This design comes from an exercise in tuning for small area and few clock cycles per item on the open sky130 flow, not from production work.
The RTL was checked by simulation tests, not by an equivalence proof against the original design.
Power figures rest on the tool's default switching activity, not on a simulated workload.

v6:
==> module subc_divide, before the edit <==
module subc_divide(
    input  logic         clk,
    input  logic         rst,
    input  logic         invalid,
    output logic         inready,
    input  logic [31:0]  a,
    input  logic [31:0]  b,
    input  logic [5:0]   nbits,
    input  logic         outready,
    output logic         outvalid,
    output logic [31:0]  z
);
    localparam int K  = 2;
    localparam int MS = (32 + K - 1) / K;      
    localparam int QW = K * MS;                
    localparam int DW = 1;                     
    localparam int CW = 5;                     
    logic [31:0]   b_r;       
    logic [31:0]   r_r;       
    logic [QW-1:0] q_r;       
    logic [DW-1:0] d_r;       
    logic [CW-1:0] cnt;       
    logic          busy;      
    logic          ov;        
    assign inready  = ~busy & (~ov | outready);
    assign outvalid = ov;
    assign z        = 32'(q_r >> d_r);
    wire acc = invalid & inready;
    function automatic logic [32:0] step(input logic [31:0] ri, input logic [31:0] bi);
        logic [31:0] t, p, g, c, gg, pp, gn, pn;
        logic        qb;
        t  = {ri[30:0], 1'b0};
        p  = t ^ ~bi;
        g  = t & ~bi;
        gg = {g[31:1], g[0] | p[0]};        
        pp = p;
        for (int l = 0; l < 5; l++) begin
            gn = gg;
            pn = pp;
            for (int i = 0; i < 32; i++)
                if (((i >> l) & 1) == 1) begin
                    gn[i] = gg[i] | (pp[i] & gg[((i >> l) << l) - 1]);
                    pn[i] = pp[i] & pp[((i >> l) << l) - 1];
                end
            gg = gn;
            pp = pn;
        end
        c  = {gg[30:0], 1'b1};              
        qb = ri[31] | gg[31];
        step = {qb, qb ? (p ^ c) : t};
    endfunction
    logic [31:0]  rs [0:K];
    logic [K-1:0] qb;
    wire  [31:0]  bs = busy ? b_r : b;
    assign rs[0] = busy ? r_r : a;
    for (genvar i = 0; i < K; i++) begin : g_step
        wire [32:0] st = step(rs[i], bs);
        assign qb[K-1-i] = st[32];
        assign rs[i+1]   = st[31:0];
    end
    logic [CW-1:0] m_in;
    logic [DW-1:0] d_in;
    always_comb begin
        m_in = '0;
        d_in = '0;
        for (int i = 0; i <= 32; i++)
            if (nbits == 6'(i)) begin
                m_in = CW'((i + K - 1) / K);
                d_in = DW'(K * ((i + K - 1) / K) - i);
            end
    end
    always_ff @(posedge clk) begin
        r_r <= rs[K];
        b_r <= bs;
        if (acc)
            d_r <= d_in;
        if (acc)
            q_r <= (nbits == 6'd0) ? '0 : QW'(qb);
        else if (busy)
            q_r <= {q_r[QW-1-K:0], qb};
        if (~busy)
            cnt <= m_in - CW'(1);
        else
            cnt <= cnt - CW'(1);
    end
    always_ff @(posedge clk) begin
        if (rst) begin
            busy <= 1'b0;
            ov   <= 1'b0;
        end else if (busy) begin
            if (cnt == CW'(1)) begin
                busy <= 1'b0;
                ov   <= 1'b1;
            end
        end else if (acc) begin
            busy <= (m_in > CW'(1));
            ov   <= (m_in <= CW'(1));
        end else if (outready) begin
            ov   <= 1'b0;
        end
    end
endmodule
export LEC_CHECK = 0
export CAP_MARGIN = 20
export CORE_MARGIN = 2
export CORE_UTILIZATION = 40
export SLEW_MARGIN = 20
create_clock -name core_clock -period 8.0 [get_ports {clk}]
standard.sh (not shown) runs the stock make flow with config.mk's settings and CLKGATE_MAP_FILE= SYNTH_SCRIPT=/design/flow/synth_recipe.tcl, a recipe that flattens the netlist after the stock synthesis.
==> flow/flow/run.sh <==
#!/bin/bash
# The standard layout, with the port buffers made of the smallest buffer cell
# (buf_1) instead of the delay buffer buffer_ports picks by default. Every
# input and output port still gets its own buffer.
set -euo pipefail
export BUFFER_PORTS_ARGS="-buffer_cell sky130_fd_sc_hd__buf_1"
bash standard.sh finish > standard_flow.log 2>&1
Testbench counts of v6, summed over its fixed seeds: cycles 27,628, items 3,200.
Edits applied to the flow inputs when going from v6 to v7:
--- a/flow/design.v
+++ b/flow/design.v
@@ -27,37 +27,15 @@
     assign outvalid = ov;
     assign z        = 32'(q_r >> d_r);
     wire acc = invalid & inready;
-    function automatic logic [32:0] step(input logic [31:0] ri, input logic [31:0] bi);
-        logic [31:0] t, p, g, c, gg, pp, gn, pn;
-        logic        qb;
-        t  = {ri[30:0], 1'b0};
-        p  = t ^ ~bi;
-        g  = t & ~bi;
-        gg = {g[31:1], g[0] | p[0]};        
-        pp = p;
-        for (int l = 0; l < 5; l++) begin
-            gn = gg;
-            pn = pp;
-            for (int i = 0; i < 32; i++)
-                if (((i >> l) & 1) == 1) begin
-                    gn[i] = gg[i] | (pp[i] & gg[((i >> l) << l) - 1]);
-                    pn[i] = pp[i] & pp[((i >> l) << l) - 1];
-                end
-            gg = gn;
-            pp = pn;
-        end
-        c  = {gg[30:0], 1'b1};              
-        qb = ri[31] | gg[31];
-        step = {qb, qb ? (p ^ c) : t};
-    endfunction
     logic [31:0]  rs [0:K];
     logic [K-1:0] qb;
     wire  [31:0]  bs = busy ? b_r : b;
     assign rs[0] = busy ? r_r : a;
     for (genvar i = 0; i < K; i++) begin : g_step
-        wire [32:0] st = step(rs[i], bs);
-        assign qb[K-1-i] = st[32];
-        assign rs[i+1]   = st[31:0];
+        wire [31:0] t  = {rs[i][30:0], 1'b0};
+        wire [32:0] df = {1'b0, t} - {1'b0, bs};
+        assign qb[K-1-i] = rs[i][31] | ~df[32];
+        assign rs[i+1]   = qb[K-1-i] ? df[31:0] : t;
     end
     logic [CW-1:0] m_in;
     logic [DW-1:0] d_in;
## What came out
In the reports for v7 and v6, the smaller data arrival time of the worst path belongs to v6.
Where internal cell power is concerned, v6 is better than v7.
v7: setup slack on the worst flop-to-flop path is 0.24 ns lower than what v6 reported.
Summary — maximum frequency from static timing analysis, v7 relative to v6: lower, by about 1.7%.
Re final cycle utilization of the critical path: v7 is 1.6 points up on v6.
Diff v6 -> v7: global routing usage on met3 moved down, area after synthesis picked up an extra 8.4%, gate count of the mapped netlist moved up, clock period minus final worst setup slack has increased.
Testbench counts of v7, summed over its fixed seeds: cycles 27,628, items 3,200.

---

The RTL this note starts from:
==> flow/design.v <==
`timescale 1ns/1ps
module subc_divide(
    input  logic         clk,
    input  logic         rst,
    input  logic         invalid,
    output logic         inready,
    input  logic [31:0]  a,
    input  logic [31:0]  b,
    input  logic [5:0]   nbits,
    input  logic         outready,
    output logic         outvalid,
    output logic [31:0]  z
);
    localparam int K  = 2;
    localparam int MS = (32 + K - 1) / K;      
    localparam int QW = K * MS;                
    localparam int DW = 1;                     
    localparam int CW = 5;                     
    logic [31:0]   b_r;       
    logic [32:0]   n_r;       
    logic [QW-1:0] q_r;       
    logic [DW-1:0] d_r;       
    logic [CW-1:0] cnt;       
    logic          busy;      
    logic          ov;        
    assign inready  = ~busy & (~ov | outready);
    assign outvalid = ov;
    assign z        = 32'(q_r >> d_r);
    wire acc = invalid & inready;
    function automatic logic [33:0] step(input logic [32:0] ni, input logic [31:0] bi);
        logic [32:0] t, x, p, g, c, gg, pp, gn, pn, s;
        logic        neg;
        neg = ni[32];
        t   = {ni[31:0], 1'b0};
        x   = neg ? {1'b0, bi} : ~{1'b0, bi};
        p   = t ^ x;
        g   = t & x;
        gg  = {g[32:1], g[0] | (p[0] & ~neg)};    
        pp  = p;
        for (int l = 0; l < 6; l++) begin
            gn = gg;
            pn = pp;
            for (int i = 0; i < 33; i++)
                if (((i >> l) & 1) == 1) begin
                    gn[i] = gg[i] | (pp[i] & gg[((i >> l) << l) - 1]);
                    pn[i] = pp[i] & pp[((i >> l) << l) - 1];
                end
            gg = gn;
            pp = pn;
        end
        c   = {gg[31:0], ~neg};                    
        s   = p ^ c;
        step = {~s[32], s};
    endfunction
    logic [32:0]  rs [0:K];
    logic [K-1:0] qb;
    wire  [31:0]  bs = busy ? b_r : b;
    assign rs[0] = busy ? n_r : {1'b0, a};
    for (genvar i = 0; i < K; i++) begin : g_step
        wire [33:0] st = step(rs[i], bs);
        assign qb[K-1-i] = st[33];
        assign rs[i+1]   = st[32:0];
    end
    logic [CW-1:0] m_in;
    logic [DW-1:0] d_in;
    always_comb begin
        m_in = '0;
        d_in = '0;
        for (int i = 0; i <= 32; i++)
            if (nbits == 6'(i)) begin
                m_in = CW'((i + K - 1) / K);
                d_in = DW'(K * ((i + K - 1) / K) - i);
            end
    end
    always_ff @(posedge clk) begin
        n_r <= rs[K];
        b_r <= bs;
        if (acc)
            d_r <= d_in;
        if (acc)
            q_r <= (nbits == 6'd0) ? '0 : QW'(qb);
        else if (busy)
            q_r <= {q_r[QW-1-K:0], qb};
        if (~busy)
            cnt <= m_in - CW'(1);
        else
            cnt <= cnt - CW'(1);
    end
    always_ff @(posedge clk) begin
        if (rst) begin
            busy <= 1'b0;
            ov   <= 1'b0;
        end else if (busy) begin
            if (cnt == CW'(1)) begin
                busy <= 1'b0;
                ov   <= 1'b1;
            end
        end else if (acc) begin
            busy <= (m_in > CW'(1));
            ov   <= (m_in <= CW'(1));
        end else if (outready) begin
            ov   <= 1'b0;
        end
    end
endmodule
==> flow/config.mk <==
export PLATFORM = sky130hd
export DESIGN_NAME = subc_divide
export DESIGN_NICKNAME = subc_divide
export VERILOG_FILES = /design/flow/design.v
export SDC_FILE = /design/flow/constraint.sdc
export NUM_CORES = 4
export LEC_CHECK = 0
export CAP_MARGIN = 20
export CORE_MARGIN = 2
export CORE_UTILIZATION = 60
export CTS_BUF_LIST = sky130_fd_sc_hd__clkbuf_4 sky130_fd_sc_hd__clkbuf_8
export SLEW_MARGIN = 20
==> flow/constraint.sdc <==
create_clock -name core_clock -period 8.0 [get_ports {clk}]
set_input_delay 1.6000 -clock core_clock [delete_from_list [all_inputs] [get_ports {clk}]]
set_output_delay 1.6000 -clock core_clock [all_outputs]
set_load 0.01 [all_outputs]
==> flow/flow/run.sh <==
#!/bin/bash
# Own layout flow: the standard synthesis, then the combinational logic
# (only) re-mapped for area by ABC (flip-flops kept as they are), then the
# standard layout steps, with the port buffers made of buf_1 cells.
# Each tool's output goes to a log file of its own in this folder.
set -euo pipefail
here=$(pwd)
F=$here/flow
R=$here/orfs/results/$FLOW_PLATFORM/subc_divide/base
LIB=$FLOW_HOME/platforms/sky130hd/lib/sky130_fd_sc_hd__tt_025C_1v80.lib
export BUFFER_PORTS_ARGS="-buffer_cell sky130_fd_sc_hd__buf_1"

bash standard.sh synth > log_1_standard_synth.log 2>&1
cp "$R/1_2_yosys.v" "$here/std_synth.v"

DONTUSE=""
while read -r c; do DONTUSE="$DONTUSE -dont_use $c"; done < "$F/dont_use.txt"
sed -e "s|{LIB}|$LIB|g" -e "s|{NETIN}|$here/std_synth.v|" -e "s|{NET1}|$here/resynth1.v|" \
    -e "s|{ABC}|$F/area.abc|" -e "s|{DONTUSE}|$DONTUSE|" "$F/resynth1.ys" > resynth1.ys
yosys -s resynth1.ys > log_2_resynth1.log 2>&1
sed -e "s|{LIB}|$LIB|g" -e "s|{NET1}|$here/resynth1.v|" -e "s|{NETOUT}|$here/resynth2.v|" \
    "$F/resynth2.ys" > resynth2.ys
yosys -s resynth2.ys > log_3_resynth2.log 2>&1

# same flip-flops, by name and cell, as the standard synthesis
grep -oE '^ *sky130_fd_sc_hd__e?dfxtp_1 +[^ ]+' std_synth.v | sort > regs_std.txt
grep -oE '^ *sky130_fd_sc_hd__e?dfxtp_1 +[^ ]+' resynth2.v | sort > regs_new.txt
cmp regs_std.txt regs_new.txt

cp resynth2.v "$R/1_2_yosys.v"
rm -f "$R/1_synth.odb" "$R/1_synth.sdc"
bash standard.sh finish > log_4_standard_layout.log 2>&1
Other scripts of this flow, unchanged in this note and not shown: flow/flow/area.abc, flow/flow/dont_use.txt, flow/flow/resynth1.ys, flow/flow/resynth2.ys
The baseline finished with timing, DRC and antenna clean.
Testbench counts at the start, summed over its fixed seeds: cycles 27,628, items 3,200.
Rerun with:
--- a/flow/design.v
+++ b/flow/design.v
@@ -16,9 +16,9 @@
     localparam int QW = K * MS;                
     localparam int DW = 1;                     
     localparam int CW = 5;                     
     logic [31:0]   b_r;       
-    logic [32:0]   n_r;       
+    logic [31:0]   r_r;       
     logic [QW-1:0] q_r;       
     logic [DW-1:0] d_r;       
     logic [CW-1:0] cnt;       
     logic          busy;      
@@ -26,41 +26,39 @@
     assign inready  = ~busy & (~ov | outready);
     assign outvalid = ov;
     assign z        = 32'(q_r >> d_r);
     wire acc = invalid & inready;
-    function automatic logic [33:0] step(input logic [32:0] ni, input logic [31:0] bi);
-        logic [32:0] t, x, p, g, c, gg, pp, gn, pn, s;
-        logic        neg;
-        neg = ni[32];
-        t   = {ni[31:0], 1'b0};
-        x   = neg ? {1'b0, bi} : ~{1'b0, bi};
-        p   = t ^ x;
-        g   = t & x;
-        gg  = {g[32:1], g[0] | (p[0] & ~neg)};    
-        pp  = p;
-        for (int l = 0; l < 6; l++) begin
+    function automatic logic [32:0] step(input logic [31:0] ri, input logic [31:0] bi);
+        logic [31:0] t, p, g, c, gg, pp, gn, pn;
+        logic        qb;
+        t  = {ri[30:0], 1'b0};
+        p  = t ^ ~bi;
+        g  = t & ~bi;
+        gg = {g[31:1], g[0] | p[0]};        
+        pp = p;
+        for (int l = 0; l < 5; l++) begin
             gn = gg;
             pn = pp;
-            for (int i = 0; i < 33; i++)
+            for (int i = 0; i < 32; i++)
                 if (((i >> l) & 1) == 1) begin
                     gn[i] = gg[i] | (pp[i] & gg[((i >> l) << l) - 1]);
                     pn[i] = pp[i] & pp[((i >> l) << l) - 1];
                 end
             gg = gn;
             pp = pn;
         end
-        c   = {gg[31:0], ~neg};                    
-        s   = p ^ c;
-        step = {~s[32], s};
+        c  = {gg[30:0], 1'b1};              
+        qb = ri[31] | gg[31];
+        step = {qb, qb ? (p ^ c) : t};
     endfunction
-    logic [32:0]  rs [0:K];
+    logic [31:0]  rs [0:K];
     logic [K-1:0] qb;
     wire  [31:0]  bs = busy ? b_r : b;
-    assign rs[0] = busy ? n_r : {1'b0, a};
+    assign rs[0] = busy ? r_r : a;
     for (genvar i = 0; i < K; i++) begin : g_step
-        wire [33:0] st = step(rs[i], bs);
-        assign qb[K-1-i] = st[33];
-        assign rs[i+1]   = st[32:0];
+        wire [32:0] st = step(rs[i], bs);
+        assign qb[K-1-i] = st[32];
+        assign rs[i+1]   = st[31:0];
     end
     logic [CW-1:0] m_in;
     logic [DW-1:0] d_in;
     always_comb begin
@@ -72,9 +70,9 @@
                 d_in = DW'(K * ((i + K - 1) / K) - i);
             end
     end
     always_ff @(posedge clk) begin
-        n_r <= rs[K];
+        r_r <= rs[K];
         b_r <= bs;
         if (acc)
             d_r <= d_in;
         if (acc)
The changed run finished clean.
Clock skew stays flat.
First-iteration DRC count climbs by 9.3%.
Global-route usage drops by 0.91 points.
Non-clock buffer count climbs by 36.
Synthesized cell count climbs by about 0.8%.
Cell area climbs by about 8%.
Die area climbs by about 1.1%.
Worst hold slack gets better by 0.020 ns.
Clock-buffer cell count drops by 1.
Power drops by 8.2%.
Register-to-register slack hardly moves.
Flip-flop and latch count drops by 1.
Combinational power drops by about 13%.
Testbench counts after the change, summed over its fixed seeds: cycles 27,628, items 3,200.

port drivers added, routing unchanged:
No port has a modelled driver above. Below, the same layouts with a new extraction and two added sets of constraints.
Step 1: set_driving_cell puts a clkbuf_16 on clk and a buf_2 on each other input, an assumption about the parent block.
Step 2 moves the port delays by t, midway between the first and last clock arrival at a register: inputs arrive t later, outputs are due t later. That takes back most of the time a late clock gives input paths.
Three values: ideal, step 1, step 2; two values: the first two.
run | shift t [ns] | setup slack, ns | slew at the worst register clock pin (ns)
v6 | 0.404 | 0.680 / 0.689 / 0.285 | 0.08 / 0.08
v7 | 0.407 | 0.551 / 0.571 / 0.163 | 0.09 / 0.09
the first run of note 2 | 0.410 | 0.504 / 0.517 / 0.107 | 0.10 / 0.10
the second run of note 2 | 0.405 | 0.377 / 0.393 / -0.013 | 0.10 / 0.10
With both steps, setup timing fails in the second run of note 2, where it was met with ideal ports. The setup slack of the first run of note 2, which loses most, moves by +0.013 ns with the drivers and by -0.397 ns with both steps.
